From an optimization exercise on the open Yosys and OpenROAD flow, aimed at small area and a short achievable clock period; shortcuts taken in it are not production practice. Function was checked by simulation only, so behaviour that the tests miss may differ from the original.

==> flow/design.v, too long to show whole: its modules and the start of the top module <==
// module det_4x4: 6325 lines
// module det_fa: 4 lines
// module det_sel: 3 lines
// module det_selb: 3 lines
// module det_xnor: 3 lines
// module det_xor: 3 lines
// module det_ha: 4 lines
module det_4x4(
    input clk,
    input [127:0] A,
    output reg signed [7:0] det,
    output reg overflow_flag
);
  // ...
==> flow/flow/run.sh <==
#!/bin/bash
# The standard layout (the standard.sh, unchanged ORFS steps), with two
# optimisation settings passed to ORFS through the environment:
#  - the timing repair steps aim for a larger setup slack than the default,
#    so repair_timing sizes and buffers the slow high-fanout nets;
#  - the port buffers that buffer_ports inserts on every input and output are
#    buf_4 cells instead of the delay-cell buffer it picks by default.
set -euo pipefail
export SETUP_SLACK_MARGIN=24.5
export BUFFER_PORTS_ARGS="-buffer_cell sky130_fd_sc_hd__buf_4"
bash standard.sh > standard_make.log 2>&1
==> flow/standard.sh <==
#!/bin/bash
# synth_recipe.tcl (not shown) runs the flow's synth.tcl, then flattens the netlist and writes it again
# the make line also repeats each setting of config.mk as NAME=value (left out here)
make -C /OpenROAD-flow-scripts/flow DESIGN_CONFIG=/design/flow/config.mk WORK_HOME=/design/flow/orfs CLKGATE_MAP_FILE= SYNTH_SCRIPT=/design/flow/synth_recipe.tcl "${@:-finish}"
==> flow/config.mk <==
export PLATFORM = sky130hd
export DESIGN_NAME = det_4x4
export DESIGN_NICKNAME = det_4x4
export VERILOG_FILES = /design/flow/design.v
export SDC_FILE = /design/flow/constraint.sdc
export NUM_CORES = 4
export LEC_CHECK = 0
export ABC_AREA = 1
export CAP_MARGIN = 20
export CORE_MARGIN = 2
export CORE_UTILIZATION = 45
export PLACE_DENSITY = 0.6
export SLEW_MARGIN = 20
export SYNTH_HIERARCHICAL = 1
export SYNTH_MINIMUM_KEEP_SIZE = 0
==> flow/constraint.sdc <==
create_clock -name core_clock -period 45.0 [get_ports {clk}]
set_input_delay 9.0000 -clock core_clock [delete_from_list [all_inputs] [get_ports {clk}]]
set_output_delay 9.0000 -clock core_clock [all_outputs]
set_load 0.01 [all_outputs]
==> flow_summary.json, run 1 <==
{
  "place.gp.congestion": 1.100,
  "layout.area.seq_um2": 180.2,
  "grt_antenna_before_repair": 20,
  "cts-root-to-sink-buffers": 2,
  "crit_path_max_fanout": 20,
  "start_util_pct": 45.13,
  "synth_commonest_cells": "nand2_1 (2428), fa_1 (1462), xor2_1 (1196)",
  "synth_async_sr_flop_share_pct": 0,
  "pre_cts_slack_ps": 22370,
  "hp_class": "reg2out",
  "crit_cells": 36,
  "grt_start_max_net_pins": 31,
  "clock_tree_area_fraction_pct": 0.1025,
  "tritoncts.num_buffers": 3,
  "post_dp_hpwl_mm": 310.8,
  "worstSetupPathType": "in2reg",
  "synth-edff-count": 0,
  "top_layer": "met5",
  "met1_length_mm": 143.7,
  "ctsHtreeMaxLevel": 1,
  "holdPathStages": 1,
  "die_height_um": 407.3,
  "synth.avg_cell_area_um2": 7.761,
  "run_status": "no timing/DRC/antenna violations"
}
==> run 2: changes to the inputs <==
--- a/flow/flow/run.sh
+++ b/flow/flow/run.sh
@@ -7,5 +7,5 @@
 #    buf_4 cells instead of the delay-cell buffer it picks by default.
 set -euo pipefail
-export SETUP_SLACK_MARGIN=24.5
+export SETUP_SLACK_MARGIN=24.75
 export BUFFER_PORTS_ARGS="-buffer_cell sky130_fd_sc_hd__buf_4"
 bash standard.sh > standard_make.log 2>&1
==> flow_summary.json, run 2 <==
{
  "run_status": "no timing/DRC/antenna violations",
  "critical_path.slowest_cell": "fa_1",
  "vias_per_cell": 6.419,
  "wire_length_of_the_first_global_routing_pass_mm": 534.1,
  "synth.avg_cell_area_um2": 7.761,
  "first_global_vias": 70270,
  "area_delta_synth_final_pct": 8.856,
  "cp_slowest_stage_delay_ps": 590,
  "setup_tns_ps": 0,
  "hp_class": "reg2out",
  "synth_async_sr_flop_share_pct": 0,
  "dr.pass1.iters": 9,
  "synth.most_common_cell": "nand2_1",
  "min_period_over_period_pct": 44.76,
  "die_height_um": 407.3,
  "final_antenna_net_count": 0,
  "utilization_pct": 49.13,
  "tritoncts.num_buffers": 3,
  "track_usage_pct": 44.96,
  "critical_path.most_common_cell": "fa_1",
  "critical_path_arrival_ps": 20290,
  "vias": 74010,
  "pre_cts_slack_ps": 22370,
  "die_area_um2": 165900,
  "rsz_0062_raised_after_global_routing": "false",
  "dr.first_iter.drc_count": 10610,
  "yosys_warnings": 7,
  "cts_hold_bufs": 0,
  "crit_path_end_kind": "flip-flop",
  "floorplan.die.width_um": 407.3,
  "start_util_pct": 45.13,
  "setup_violations": 0,
  "grt_antenna_before_repair": 9,
  "synth_cell_type_count": 43,
  "mostFrequentLayoutCell": "nand2_1",
  "grt-ovfl-total": 0,
  "placed_cells": 11330,
  "timing.critical_path.from_type": "primary input",
  "hold_viol_final": 0,
  "synth-edff-count": 0,
  "placement_rows": 148,
  "ctsHtreeMaxLevel": 1,
  "holdPathStages": 1,
  "final_layout_size_suffix_gt1_share_pct": 10.35,
  "largest_register_ffs": 8,
  "post-synth-top-area-fraction_pct": 39.98,
  "synth_sequential_area_ratio_pct": 0.2461,
  "cap_viol_max_count": 0,
  "finalWorstSetupSlack_ps": 24860,
  "grt_start_max_net_pins": 31,
  "top_library_cells_by_usage_in_the_layout_fill_and_taps_aside": "nand2_1 (2335), fa_1 (1426), xor2_1 (1166)",
  "worstPathRequired_ps": 45140,
  "leading_registers_by_flop_count": "det (8), overflow_flag (1)",
  "final.min_clock_period_ps": 20140,
  "drc": 0,
  "synth.largest_area_cell": "fa_1",
  "wire_per_inst_um": 33.47,
  "largest-register": "det",
  "post_layout_nonfiller_instances": 11530,
  "placed_cell_area_um2": 75690,
  "num_io_pins": 138,
  "tritoncts_num_sinks": 9,
  "final-max-slew-violation-count": 0,
  "post_synth_instance_area_um2": 73210,
  "floorplan.core_area_um2": 162200,
  "nFillCells": 16090,
  "wirelength_mm": 385.9,
  "timing.fmax_mhz": 49.65,
  "dominantRegCellSynth": "dfxtp_1",
  "synthesis_stage_register_bit_count": 9,
  "finish.net_count": 11250,
  "synth_commonest_cells": "nand2_1 (2428), fa_1 (1462), xor2_1 (1196)",
  "worstSetupPathType": "in2reg",
  "cts-root-buf": "clkbuf_16",
  "tritoncts": "built",
  "synthesis.instances": 9433,
  "worst-slew-pin-transition_ps": 1277,
  "area_contributors_post_synth": "fa_1 (40%), xor2_1 (14%), nand2_1 (12%), o22ai_1 (8.0%), ha_1 (5.2%)",
  "hold-worst-slack_ps": 9666,
  "crit_path_max_fanout": 14,
  "cts-root-to-sink-buffers": 2,
  "synth.net_count": 11330,
  "clk_transition_reported_paths_ps": 70,
  "place.gp.congestion": 1.100,
  "design_area_um2": 79690,
  "post_dp_hpwl_mm": 310.8,
  "port_buffers": 137,
  "max_slew_margin_vs_limit_pct": 14.78
}
-- run 2: worst max-delay path, delay by kind of cell --
family,cells,cell delay (ps)
AO/OA/AOI/OAI,5,780
XOR/XNOR,3,900
adder cells (fa/ha/maj),16,7370
buffers and inverters,6,990
AND/OR/NAND/NOR,9,1180
-- run 2: worst paths after layout --
check,startpoint,end
max,A[61],overflow_flag
min,det[3],det[3]
-- run 2: final cells by class --
| class | instances | area [um^2] | area share, % |
|---|---|---|---|
| Inverter | 878 | 3785 | 4.749 |
| Tap cell | 2175 | 2721 | 3.415 |
| Clock inverter | 1 | 5.005 | 0.006280 |
| Multi-Input combinational cell | 8001 | 68930 | 86.50 |
| Timing Repair inverter | 5 | 35.03 | 0.04396 |
| Timing Repair Buffer | 453 | 3946 | 4.952 |
| Sequential cell | 9 | 180.2 | 0.2261 |
| Clock buffer | 3 | 75.07 | 0.09420 |
| Antenna cell | 5 | 12.51 | 0.01570 |
-- run 2: logic make-up after synthesis --
| logic type | Yosys count | synth area share, % |
|---|---|---|
| xor gates and xnor gates | 1222 | 14.66 |
| adders and majority gates | 1767 | 45.19 |
| buffers and inverters | 1424 | 7.768 |
| AOI/OAI and AO/OA | 1537 | 12.60 |
| and+or+nand+nor | 3474 | 19.53 |
| DFF | 9 | 0.2461 |
-- run 2: per-module statistics from Yosys, one instance, submodules excluded --
module / cell area (um^2) / copies in the design / cells inside / flip-flops and latches
det_4x4: 43260 / 1 / 7907 / 9
det_fa: 20.02 / 1446 / 1 / 0
det_ha: 12.51 / 80 / 1 / 0
-- run 2: what timing repair did --
| item | in CTS | in global routing |
|---|---|---|
| gates cloned | 5 | 6 |
| gates resized for setup | 299 | 341 |
| buffers inserted | 59 | 119 |
| setup endpoints to repair | 1 | 1 |
| pin swaps | 4 | 40 |
-- run 2: metal layers --
metal / global-route usage, % / up-vias / share of wire, %
met4: 25.81 / 12 / 7.8
li1: - / 30560 / -
met1: 58.74 / 36690 / 37
met3: 14.69 / 1227 / 14
met5: 0 / - / 0.025
met2: 65.14 / 5520 / 41

-- what the ideal ports hide --
In the flow no input, the clock included, has a driving cell. The finished layouts below were timed again as built, in two steps.
Step 1, drivers: a clkbuf_16 drives clk and a buf_2 each remaining input, both assumed.
Step 2 adds t to the input delays and takes it off the output delays; t is the mean of the earliest and latest rising clock arrival at the registers after step 1. Input paths then give back, and output paths get back, about the clock's delay inside the block.
Slacks: ideal ports / drivers / drivers and shift; pairs: ideal ports / drivers.
run | t (ns) | setup slack, ns | latest minus earliest clock arrival (ns) | worst data-port slew with drivers (ns) | pins driven straight from the clock port
run 1 | 0.308 | 24.698 / 24.702 / 24.394 | 0.021 / 0.020 | 0.18 | 1
run 2 | 0.306 | 24.857 / 24.777 / 24.471 | 0.020 / 0.020 | 0.19 | 1
After both steps setup and hold are still met in every run listed. The setup slack of run 2, which loses most, moves by -0.080 ns with the drivers and by -0.386 ns with both steps.
